What follows belongs to an exercise in optimizing a design on an open flow for small area, a short achievable clock period and few clock cycles; a production flow would make more cautious choices. No functional check of the RTL was part of this run.

===== constraint.sdc =====
create_clock -name core_clock -period 13.0 [get_ports {i_clk}]
set_input_delay 2.6000 -clock core_clock [delete_from_list [all_inputs] [get_ports {i_clk}]]
set_output_delay 2.6000 -clock core_clock [all_outputs]
set_load 0.01 [all_outputs]

===== config.mk =====
export PLATFORM = sky130hd
export DESIGN_NAME = ALU
export DESIGN_NICKNAME = ALU
export VERILOG_FILES = /design/flow/design.v
export SDC_FILE = /design/flow/constraint.sdc
export NUM_CORES = 4
export LEC_CHECK = 0
export CAP_MARGIN = 40
export CORE_MARGIN = 2
export CORE_UTILIZATION = 35
export SLEW_MARGIN = 20

===== run.sh =====
#!/bin/bash
# synth_recipe.tcl (not shown) runs the flow's synth.tcl, then flattens the netlist and writes it again
# the make line also repeats each setting of config.mk as NAME=value (left out here)
make -C /OpenROAD-flow-scripts/flow DESIGN_CONFIG=/design/flow/config.mk WORK_HOME=/design/flow/orfs CLKGATE_MAP_FILE= SYNTH_SCRIPT=/design/flow/synth_recipe.tcl finish

===== design.v =====
typedef enum logic[3:0] {
    ALU_NOP,
    ALU_ADD,
    ALU_SUB,
    ALU_MUL,
    ALU_DIV,
    ALU_MOD,
    ALU_CMP,
    ALU_RESERVED,
    ALU_SHL,
    ALU_SHR,
    ALU_XOR,
    ALU_AND,
    ALU_OR,
    ALU_NOT,
    ALU_BSET,
    ALU_BRESET
} ALUInstruction;
typedef enum logic[3:0] {
    FPU_NOP,
    FPU_INT_TO_FLOAT,
    FPU_FLOAT_TO_INT,
    FPU_ADD,
    FPU_SUB,
    FPU_MUL,
    FPU_DIV,
    FPU_CMP,
    FPU_FLAGS
} FPUInstruction;
typedef enum logic[2:0] {
    DATA_NOP,
    DATA_REG_TO_ACCU,
    DATA_ACCU_TO_REG,
    DATA_LOAD,
    DATA_STORE,
    DATA_SWAP,
    DATA_RESERVED0,
    DATA_RESERVED1
} DataInstruction;
typedef enum logic[3:0] {
    CONTROL_NOP,
    CONTROL_FLAG_TO_REG0,
    CONTROL_REG0_TO_FLAG,
    CONTROL_STACK_TO_REG0,
    CONTROL_REG0_TO_STACK,
    CONTROL_IP_TO_REG0,
    CONTROL_REG0_TO_IP,
    CONTROL_CPU_TO_REG1,
    CONTROL_REG1_TO_CPU,
    CONTROL_CALL_SYS,
    CONTROL_RET_USER,
    CONTROL_JUMP_REL,
    CONTROL_JUMP_ABS,
    CONTROL_CALL,
    CONTROL_RETURN
} ControlInstruction;
typedef enum logic[1:0] {
    STACK_NOP,
    STACK_PUSH,
    STACK_POP
} StackInstruction;
typedef logic[4:0] Arg;
typedef struct packed {
    logic z;
    logic nz;
    logic n;
    logic nn;
    logic c;
    logic nc;
    logic o;
    logic no;
} Conditionals;
typedef struct packed {
    logic move_bits;
    logic alu_use_carry;
    ALUInstruction alu;
    FPUInstruction fpu;
    logic accu_override;
    DataInstruction data;
    ControlInstruction control;
    StackInstruction stack;
    Arg arg_alu;
    Arg arg_fpu;
    Arg arg_data;
    Arg arg_control;
    Arg arg_stack;
    logic reserved;
    Conditionals conditionals;
} Instruction;
module ALU(
    input wire i_clk, i_rst,
    input wire i_start,
    input wire [3:0] i_inst,
    input wire[63:0] i_data0, i_data1,
    input wire i_c,
    output reg o_wait,
    output reg o_finished,
    output reg[63:0] o_result,
    output reg o_c,
    output wire o_o, o_z, o_n,
    output wire o_error_div_by_zero
);
    assign o_o = o_c & i_data0[63] & i_data1[63];
    assign o_z = o_result == 0;
    assign o_n = o_result[63];
    wire d1_zero = i_data1 == 0;
    wire is_divmod = (i_inst == ALU_DIV) | (i_inst == ALU_MOD);
    assign o_error_div_by_zero = is_divmod && d1_zero;
    reg m_mul;           
    reg m_mod;           
    reg [63:0] ra;       
    reg [64:0] rb;       
    reg [4:0] cnt;       
    wire is_sub = (i_inst == ALU_SUB) | (i_inst == ALU_CMP);
    wire [63:0] add_b = is_sub ? ~i_data1 : i_data1;
    wire [64:0] add_s = {1'b0, i_data0} + {1'b0, add_b} + {64'd0, i_c ^ is_sub};
    wire add_c = add_s[64] ^ is_sub;
    function automatic [6:0] lzc64(input [63:0] v);
        integer i;
        reg found;
        begin
            lzc64 = 7'd64;
            found = 0;
            for (i = 63; i >= 0; i = i - 1)
                if (!found && v[i]) begin
                    lzc64 = 7'd63 - i[6:0];
                    found = 1;
                end
        end
    endfunction
    wire [6:0] lz0 = lzc64(i_data0);
    wire [6:0] lz1 = lzc64(i_data1);
    wire [7:0] jdiff = {1'b0, lz1} - {1'b0, lz0};    
    wire div_none = jdiff[7];                        
    wire [5:0] je = jdiff[5:0] | 6'd1;               
    wire is_shr = i_inst == ALU_SHR;
    reg [64:0] sh_in;
    integer k;
    always @(*) begin
        if (is_divmod)
            sh_in = {1'b0, i_data1};
        else if (is_shr)
            for (k = 0; k < 65; k = k + 1) sh_in[k] = (k == 0) ? i_c : i_data0[64 - k];
        else
            sh_in = {i_data0, i_c};
    end
    wire [6:0] sh_amt = is_divmod ? {1'b0, je} : i_data1[6:0];
    wire sh_big = !is_divmod && (i_data1[63:7] != 0);
    wire [64:0] sh_raw = sh_in << sh_amt;
    wire [64:0] sh_out = sh_big ? 65'd0 : sh_raw;
    reg [64:0] shr_out;
    always @(*)
        for (k = 0; k < 65; k = k + 1) shr_out[k] = sh_out[64 - k];
    wire [63:0] bit_mask = (i_data1[63:6] == 0) ? (64'd1 << i_data1[5:0]) : 64'd0;
    wire [63:0] mul_a   = o_wait ? ra : i_data0;
    wire [7:0]  mul_b   = o_wait ? rb[7:0] : i_data1[7:0];
    wire [63:0] mul_acc = o_wait ? o_result : 64'd0;
    wire [63:0] mul_sum = mul_acc + mul_a * mul_b;
    function automatic [3:0] nbytes(input [63:0] v);
        integer i;
        begin
            nbytes = 0;
            for (i = 0; i < 8; i = i + 1)
                if (v[8*i +: 8] != 0) nbytes = i + 1;
        end
    endfunction
    wire mul_swap = ({1'b0, nbytes(i_data0)} + 5'd1) < {1'b0, nbytes(i_data1)};
    wire [63:0] mul_ra0 = mul_swap ? {i_data1[63:8], 8'd0} : {i_data0[55:0], 8'd0};
    wire [63:0] mul_rb0 = mul_swap ? i_data0 : {8'd0, i_data1[63:8]};
    wire [65:0] dv_t1 = {2'b0, ra} - {1'b0, rb};
    wire dv_q1 = !dv_t1[65];
    wire [63:0] dv_r1 = dv_q1 ? dv_t1[63:0] : ra;
    wire [64:0] dv_d2 = rb >> 1;
    wire [65:0] dv_t2 = {2'b0, dv_r1} - {1'b0, dv_d2};
    wire dv_q2 = !dv_t2[65];
    wire [63:0] dv_r2 = dv_q2 ? dv_t2[63:0] : dv_r1;
    always @(posedge i_clk or posedge i_rst) begin
        if (i_rst) begin
            o_wait <= 0;
            o_finished <= 0;
            o_c <= 0;
        end else if (o_wait) begin
            if (m_mul) begin
                o_result <= mul_sum;
                ra <= {ra[55:0], 8'd0};
                rb <= {8'd0, rb[64:8]};
                if (rb[63:8] == 0) begin
                    o_wait <= 0;
                    o_finished <= 1;
                end
            end else begin
                ra <= dv_r2;
                rb <= {2'b0, rb[64:2]};
                cnt <= cnt - 1;
                o_result <= m_mod ? dv_r2 : {o_result[61:0], dv_q1, dv_q2};
                if (cnt == 0) begin
                    o_wait <= 0;
                    o_finished <= 1;
                end
            end
        end else if (i_start) begin
            o_finished <= 1;
            case (i_inst)
                ALU_ADD, ALU_SUB, ALU_CMP: begin
                    o_result <= add_s[63:0];
                    o_c <= add_c;
                end
                ALU_SHL: {o_c, o_result} <= sh_out;
                ALU_SHR: {o_c, o_result} <= shr_out;
                ALU_XOR: o_result <= i_data0 ^ i_data1;
                ALU_AND: o_result <= i_data0 & i_data1;
                ALU_OR: o_result <= i_data0 | i_data1;
                ALU_NOT: o_result <= ~i_data0;
                ALU_BSET: o_result <= i_data0 | bit_mask;
                ALU_BRESET: o_result <= i_data0 & ~bit_mask;
                ALU_MUL: begin
                    o_result <= mul_sum;
                    m_mul <= 1;
                    ra <= mul_ra0;
                    rb <= {1'b0, mul_rb0};
                    if (mul_rb0 != 0) begin
                        o_wait <= 1;
                        o_finished <= 0;
                    end
                end
                ALU_DIV, ALU_MOD: begin
                    m_mul <= 0;
                    m_mod <= i_inst == ALU_MOD;
                    ra <= i_data0;
                    rb <= sh_out;
                    cnt <= je[5:1];
                    if (d1_zero)
                        o_result <= 0;
                    else if (div_none)
                        o_result <= (i_inst == ALU_MOD) ? i_data0 : 64'd0;
                    else begin
                        o_result <= 0;
                        o_wait <= 1;
                        o_finished <= 0;
                    end
                end
                default: o_result <= 0;
            endcase
        end else begin
            o_finished <= 0;
        end
    end
endmodule

==> results.yml <==
outcome:
  status: "complete, no violations"
clock_network:
  cts-root-buf: "clkbuf_16"
  htree_levels: 1
  cts_tree: "yes"
  cts.sinks: 203
  cts_setup_buffers: 0
  cts.path.max_buffers: 3
  clkLatencyLatePin_ns: 0.59
  cts_made_buffers: 24
  cts_hold_buf: 0
  clk_pin_slew_worst_paths_ns: 0.07
  cts_resized: 0
critical_path:
  worstSetupPathType: "in2reg"
  cp_max_fo: 8
  cp-start-kind: "input pin"
  cp-end-kind: "register"
  critPathRequiredTime_ns: 13.31
  crit_arrival_ns: 11.39
sta:
  drv_slew: 0
  hold_viol: 0
  fmax_ghz: 0.0902
  finalSetupViolCount: 0
  relSlewSlack_pct: 29.7
  layout_setup_ws_ns: 1.92
  whs_ns: 0.628
  skew_ns: 0.0195
  fin_crit_sh_pct: 85.2
  finalCriticalPeriod_ns: 11.08
  rsz0062_at_grt: "no"
  setup_tns_ns: 0
  tightest_slew_ns: 1.05
final_layout:
  layout-drive-gt1-share_pct: 9.67
  nets: 8445
  final_cells: 9766
  area_delta_synth_final_pct: 13.4
  utilization_pct: 39.8
logic_synthesis:
  avgSynthCellArea_sq_um: 7.49
  synth_cells: 7502
  yosys.area.top_type: "fa_1"
  ys_ff_latch: 203
  yosys.cell_count.top_type: "nand2_1"
  syn-num-nets: 8329
  synth-edff-count: 200
  synth_ff_type: "edfxtp_1"
  synth_area_leaders: "fa_1, edfxtp_1, mux2i_1"
  synth_top_area_share_pct: 14.8
  ys_types: 99
  yosys-top-cells-count: "nand2_1, nor2_1, inv_1"
  yosysWarnings: 1
  async_flop_share_pct: 1.48
  syn_area_sq_um: 56200
  ys_seq_area_share_pct: 10.8
route:
  ant_nets: 0
  detail_route.iter0.violations: 11600
  wl_per_cell_microns: 41.6
  first_pass_iters: 10
  drt_wl_total_mm: 406
  vias: 67400
  via_per_inst: 6.90
  drc: 0
global_route:
  antenna_found_initial: 58
  grt_pass1_vias: 62200
  grt_pass1_wl_mm: 540
  overflow: 0
  grt_max_degree: 130
  grt_util_all_layers_pct: 48.0
floorplan:
  num_io_pins: 207
  dieArea_sq_um: 164000
  rows: 147
  core_sq_um: 160000
  die_h_microns: 405
  fp.dieW_microns: 405
  start_util_pct: 35.1
placement:
  routabilityCongestion: 1.15
  dp.final_hpwl_mm: 324
  dp.cells: 9638
  place_ws_ns: 1.47
  io_buffer_count: 206
worst_hold_path:
  holdCritPathClass: "reg2reg"
flow_run:
  max-cap-violations: 0
[final timing paths]
| check | cells past startpoint | to | slack [ns] | from |
|---|---|---|---|---|
| max | 25 | o_result[63] | 1.92 | i_data0[5] |
| min reg2reg | 1 | cnt[0] | 0.63 | cnt[0] |
| min | 1 | cnt[0] | 0.63 | cnt[0] |
| max in group asynchronous | 2 | o_wait | 10.23 | i_rst |
| min in group asynchronous | 2 | o_wait | 2.58 | i_rst |
| max reg2reg | 28 | ra[60] | 2.16 | rb[1] |
[placed cells by master, fill, tap and decap left out, types with 155 or more instances in the layout]
| cell type | count |
|---|---|
| a21o_1 | 179 |
| a21oi_1 | 503 |
| buf_4 | 400 |
| clkdlybuf4s50_1 | 201 |
| edfxtp_1 | 200 |
| fa_1 | 415 |
| ha_1 | 276 |
| inv_1 | 550 |
| mux2i_1 | 452 |
| nand2_1 | 869 |
| nand3_1 | 162 |
| nor2_1 | 701 |
| o21ai_0 | 531 |
| xnor2_1 | 155 |
[final cells by class]
| type | instances | area (sq um) |
|---|---|---|
| Antenna cell | 46 | 115 |
| Clock buffer | 34 | 659 |
| Clock inverter | 8 | 93.8 |
| Fill cell | 16800 | 96300 |
| Inverter | 555 | 2090 |
| Multi-Input combinational cell | 6160 | 46200 |
| Sequential cell | 203 | 6080 |
| Tap cell | 2086 | 2610 |
| Timing Repair Buffer | 674 | 5820 |
[kinds of logic after synthesis]
logic type	after synthesis	synth area share, %
AOI/OAI and AO/OA	2231	26.2
DFF	203	10.8
adders and majority gates	691	20.9
xor gates and xnor gates	298	4.65
muxes	564	10.4
and+or+nand+nor	2376	19.3
buffers and inverters	1139	7.72
[critical path, cell delays in order]
cell and delay [ns]:
clkdlybuf4s50_1 0.93, inv_1 0.28, o21ai_1 0.80, nand2b_1 0.19, fa_1 0.54, fa_1 0.55, inv_1 0.05, fa_1 0.49
fa_1 0.42, ha_1 0.36, o21ai_0 0.12, o21ai_0 0.37, a31oi_1 0.21, nor2_1 0.34, a31oi_1 0.15, buf_4 0.19
a21oi_1 0.62, a31oi_1 0.23, clkbuf_4 0.26, o311ai_0 0.67, nand2_1 0.12, a2bb2oi_1 0.29, nor3_1 0.10, a2111oi_0 0.34
nand4_1 0.14
[stage by stage]
step                area [sq um]
floorplan                  56200
global placement           61900
detailed placement         62500
CTS                        63200
global route               63600
finish                     63700
[metal layers]
layer	track usage (%)	vias up	routed length [microns]	part of all wire (%)
met2	65.4	5654	156000	38
met1	58.9	32900	152000	37
li1	-	27300	-	-
met3	19.1	1512	55900	14
met4	39.3	24	42100	10
met5	0.327	-	245	0.060
[state kept, by name (all words and copies together) (netlist names)]
name / cells
cnt: 5
o_wait: 1
o_c: 1
ra: 64
o_finished: 1
m_mod: 1
m_mul: 1
o_result: 64
rb: 65

-- static timing again, ports no longer ideal --
In the flow no input, the clock included, has a driving cell. The finished layout below was timed again as built, in two steps. Step 1, drivers: a clkbuf_16 drives i_clk and a buf_2 each remaining input, both assumed. Step 2 also shifts input and output timing later by t, the mid clock arrival at the registers, as if the neighbouring blocks saw the same clock. a / b / c = ideal / step 1 / step 2; a / b = the first two.
t (ns): 0.643
slack for setup (ns): 1.919 / 1.955 / 1.311
worst setup path after step 2: input to register
After both steps this run still meets setup and hold. The setup slack of this run moves by +0.036 ns with the drivers and by -0.608 ns with both steps.
